Source: an optimization exercise on an open RTL-to-GDS flow (aim: small area). Production flows keep margins and buffers that such runs may drop.
Only simulation tests tie the RTL to the original design; equivalence was not proved.

Setup of north:
Design Cordic, start of the top module:
module Cordic(input clk, input signed [15:0] Xin, input signed [15:0] Yin, output signed [15:0] norm, output signed [15:0] inclination);
clock: 7.0 ns
lec_check: 0
abc_area: 1
cap_margin: 20
core_margin: 2
core_utilization: 40
cts_buf_list: sky130_fd_sc_hd__clkbuf_16
cts_cluster_diameter: 100
cts_cluster_size: 25
slew_margin: 20
standard.sh (not shown) runs the stock make flow with config.mk's settings and CLKGATE_MAP_FILE= SYNTH_SCRIPT=/design/flow/synth_recipe.tcl, a recipe that flattens the netlist after the stock synthesis.
==> flow/flow/run.sh <==
#!/bin/bash
# Layout flow: the standard ORFS flow (same config.mk, same synth_recipe.tcl,
# same registers), except that
#  - flow/premap.py first maps the RTL's explicit full/half adders (wires fs/fc,
#    hs/hc) onto sky130 fa_1/ha_1 cells, and
#  - Yosys's generic "abc -fast" pass before adder extraction is skipped
#    (SYNTH_ARGS=-noabc).
# Each tool's output goes to a log file in this folder (and ORFS's own logs
# under orfs/logs).
set -euo pipefail
W=$(pwd)
python3 flow/premap.py design.v premapped.v > premap.log 2>&1
export SYNTH_ARGS=-noabc
make -C "$FLOW_HOME" DESIGN_CONFIG="$W/config.mk" WORK_HOME="$W/orfs" CLKGATE_MAP_FILE= \
  SYNTH_SCRIPT="$W/synth_recipe.tcl" VERILOG_FILES="$W/premapped.v" finish > make.log 2>&1
R="$W/orfs/results/$FLOW_PLATFORM/Cordic/base"
: # left out here: write the final layout as DEF
Other scripts of this flow, unchanged in this note and not shown: flow/flow/premap.py
Input changes introduced in south (baseline for comparison: north):
diff --git a/flow/flow/run.sh b/flow/flow/run.sh
--- a/flow/flow/run.sh
+++ b/flow/flow/run.sh
@@ -13,0 +14 @@
+export BUFFER_PORTS_ARGS="-buffer_cell sky130_fd_sc_hd__buf_1"
Findings:
- Wire length on met3 (north / south): 0.911
- Portion of the layout cell area used by clock cells of south is on par with north.
- Re number of ports placed on the die boundary: no difference whatsoever between north and south.
- On fraction of standard cell area that is sequential: south sits above north.
- NOTE routed wirelength normalized by instance count north->south increased slightly

========
Starting RTL as in the previous note.
Design Cordic, start of the top module:
module Cordic(input clk, input signed [15:0] Xin, input signed [15:0] Yin, output signed [15:0] norm, output signed [15:0] inclination);
  reg r1_16;
  reg r2_16;
  reg r3_16;
  reg r4_16;
  reg r5_16;
  reg r6_16;
  reg r7_16;
  reg r8_16;
  reg r1_32;
  reg r2_33;
  reg r3_33;
  reg r4_33;
  reg r5_33;
  reg r6_33;
  reg r7_33;
  reg r8_33;
  reg r1_34;
  reg r1_45;
  reg r1_46;
  reg r1_47;
  reg r1_48;
  reg r1_49;
  reg r1_50;
  reg r1_60;
  reg r1_61;
  reg r1_62;
  reg r1_63;
  reg r1_64;
  reg r1_65;
  reg r1_84;
  reg r1_86;
  reg r1_88;
  reg r1_90;
  reg r1_92;
  reg r1_94;
  reg r1_96;
  reg r1_98;
  reg r1_100;
  reg r1_101;
  reg r1_127;
  reg r1_131;
  reg r1_135;
  reg r1_139;
  reg r1_143;
  reg r1_147;
  reg r1_151;
  reg r1_152;
  reg r1_153;
  reg r1_157;
  reg r1_158;
  reg r2_159;
  reg r2_163;
  reg r2_167;
  reg r2_171;
  reg r2_175;
  reg r2_179;
  reg r2_183;
  reg r2_185;
  reg r2_187;
  reg r3_187;
  reg r4_187;
  reg r5_187;
  reg r6_187;
  reg r7_187;
  reg r8_187;
  reg r2_198;
  reg r2_199;
  reg r2_200;
  reg r2_201;
  reg r2_202;
  reg r2_203;
  reg r2_204;
  reg r2_208;
  reg r2_210;
  reg r2_212;
  reg r2_214;
  reg r2_216;
  reg r2_218;
  reg r2_220;
  reg r2_222;
  reg r3_222;
  reg r2_223;
  reg r3_224;
  reg r3_226;
  reg r3_228;
  reg r3_230;
  reg r3_232;
  reg r3_234;
  reg r3_236;
  reg r3_238;
  reg r2_255;
  reg r2_258;
  ...
export LEC_CHECK = 0
export CAP_MARGIN = 20
export CORE_MARGIN = 2
export CORE_UTILIZATION = 40
export CTS_BUF_LIST = sky130_fd_sc_hd__clkbuf_8
export CTS_CLUSTER_DIAMETER = 100
export CTS_CLUSTER_SIZE = 18
export SLEW_MARGIN = 20
create_clock -name core_clock -period 7.0 [get_ports {clk}]
==> flow/flow/run.sh <==
#!/bin/bash
# Layout flow: the standard ORFS flow (same config.mk, same synth_recipe.tcl,
# same registers), except that
#  - flow/premap.py first maps the RTL's explicit full/half adders (wires fs/fc,
#    hs/hc) onto sky130 fa_1/ha_1 cells, so Yosys's adder extraction and its
#    generic "abc -fast" pass are not needed (ADDER_MAP_FILE empty,
#    SYNTH_ARGS=-noabc); ABC still maps all the other logic;
#  - the port buffers that ORFS puts on every input and output are buf_1.
# Each tool's output goes to a log file in this folder (and ORFS's own logs
# under orfs/logs).
set -euo pipefail
W=$(pwd)
python3 flow/premap.py design.v premapped.v > premap.log 2>&1
export SYNTH_ARGS=-noabc
export BUFFER_PORTS_ARGS="-buffer_cell sky130_fd_sc_hd__buf_1"
make -C "$FLOW_HOME" DESIGN_CONFIG="$W/config.mk" WORK_HOME="$W/orfs" CLKGATE_MAP_FILE= \
  SYNTH_SCRIPT="$W/synth_recipe.tcl" VERILOG_FILES="$W/premapped.v" ADDER_MAP_FILE= \
  finish > make.log 2>&1
R="$W/orfs/results/$FLOW_PLATFORM/Cordic/base"
: # left out here: write the final layout as DEF
Other scripts of this flow, unchanged in this note and not shown: flow/flow/premap.py
Next try:
--- a/flow/config.mk
+++ b/flow/config.mk
@@ -10,5 +10,5 @@
 export CORE_UTILIZATION = 40
-export CTS_BUF_LIST = sky130_fd_sc_hd__clkbuf_8
+export CTS_BUF_LIST = sky130_fd_sc_hd__clkbuf_16
 export CTS_CLUSTER_DIAMETER = 100
-export CTS_CLUSTER_SIZE = 18
+export CTS_CLUSTER_SIZE = 25
 export SLEW_MARGIN = 20
Outcome:
- die area is unchanged
- worst hold slack gets better by 0.012 ns
- utilization climbs by 0.24 points
- final area came out higher by 0.56%
- first-iteration DRC count goes up by 19%
- count of clock-buffer cells in the layout decreases by 6

-- separate check: timing with driven ports --
In the flow no input, the clock included, has a driving cell. The finished layouts below were timed again as built, in two steps. Step 1 assumes that a clkbuf_16 drives the clock port and a buf_2 every other input. Step 2, shift: input delay + t, output delay - t, t = (earliest + latest rising clock arrival at the registers) / 2. This alone moves slack from input paths to output paths. Slacks: ideal ports / drivers / drivers and shift; pairs: ideal ports / drivers.
run | t (ns) | setup slack, ns | slew at the worst register clock pin (ns) | cell pins on the clock port's net
north | 0.550 | 0.356 / 0.303 / 0.674 | 0.09 / 0.09 | 1
south | 0.548 | 0.704 / 0.652 / 0.710 | 0.10 / 0.10 | 1
the first run of note 2 | 0.589 | 0.476 / 0.431 / 0.582 | 0.12 / 0.12 | 1
the second run of note 2 | 0.544 | 0.540 / 0.487 / 0.611 | 0.10 / 0.10 | 1
After both steps setup and hold are still met in every run listed.
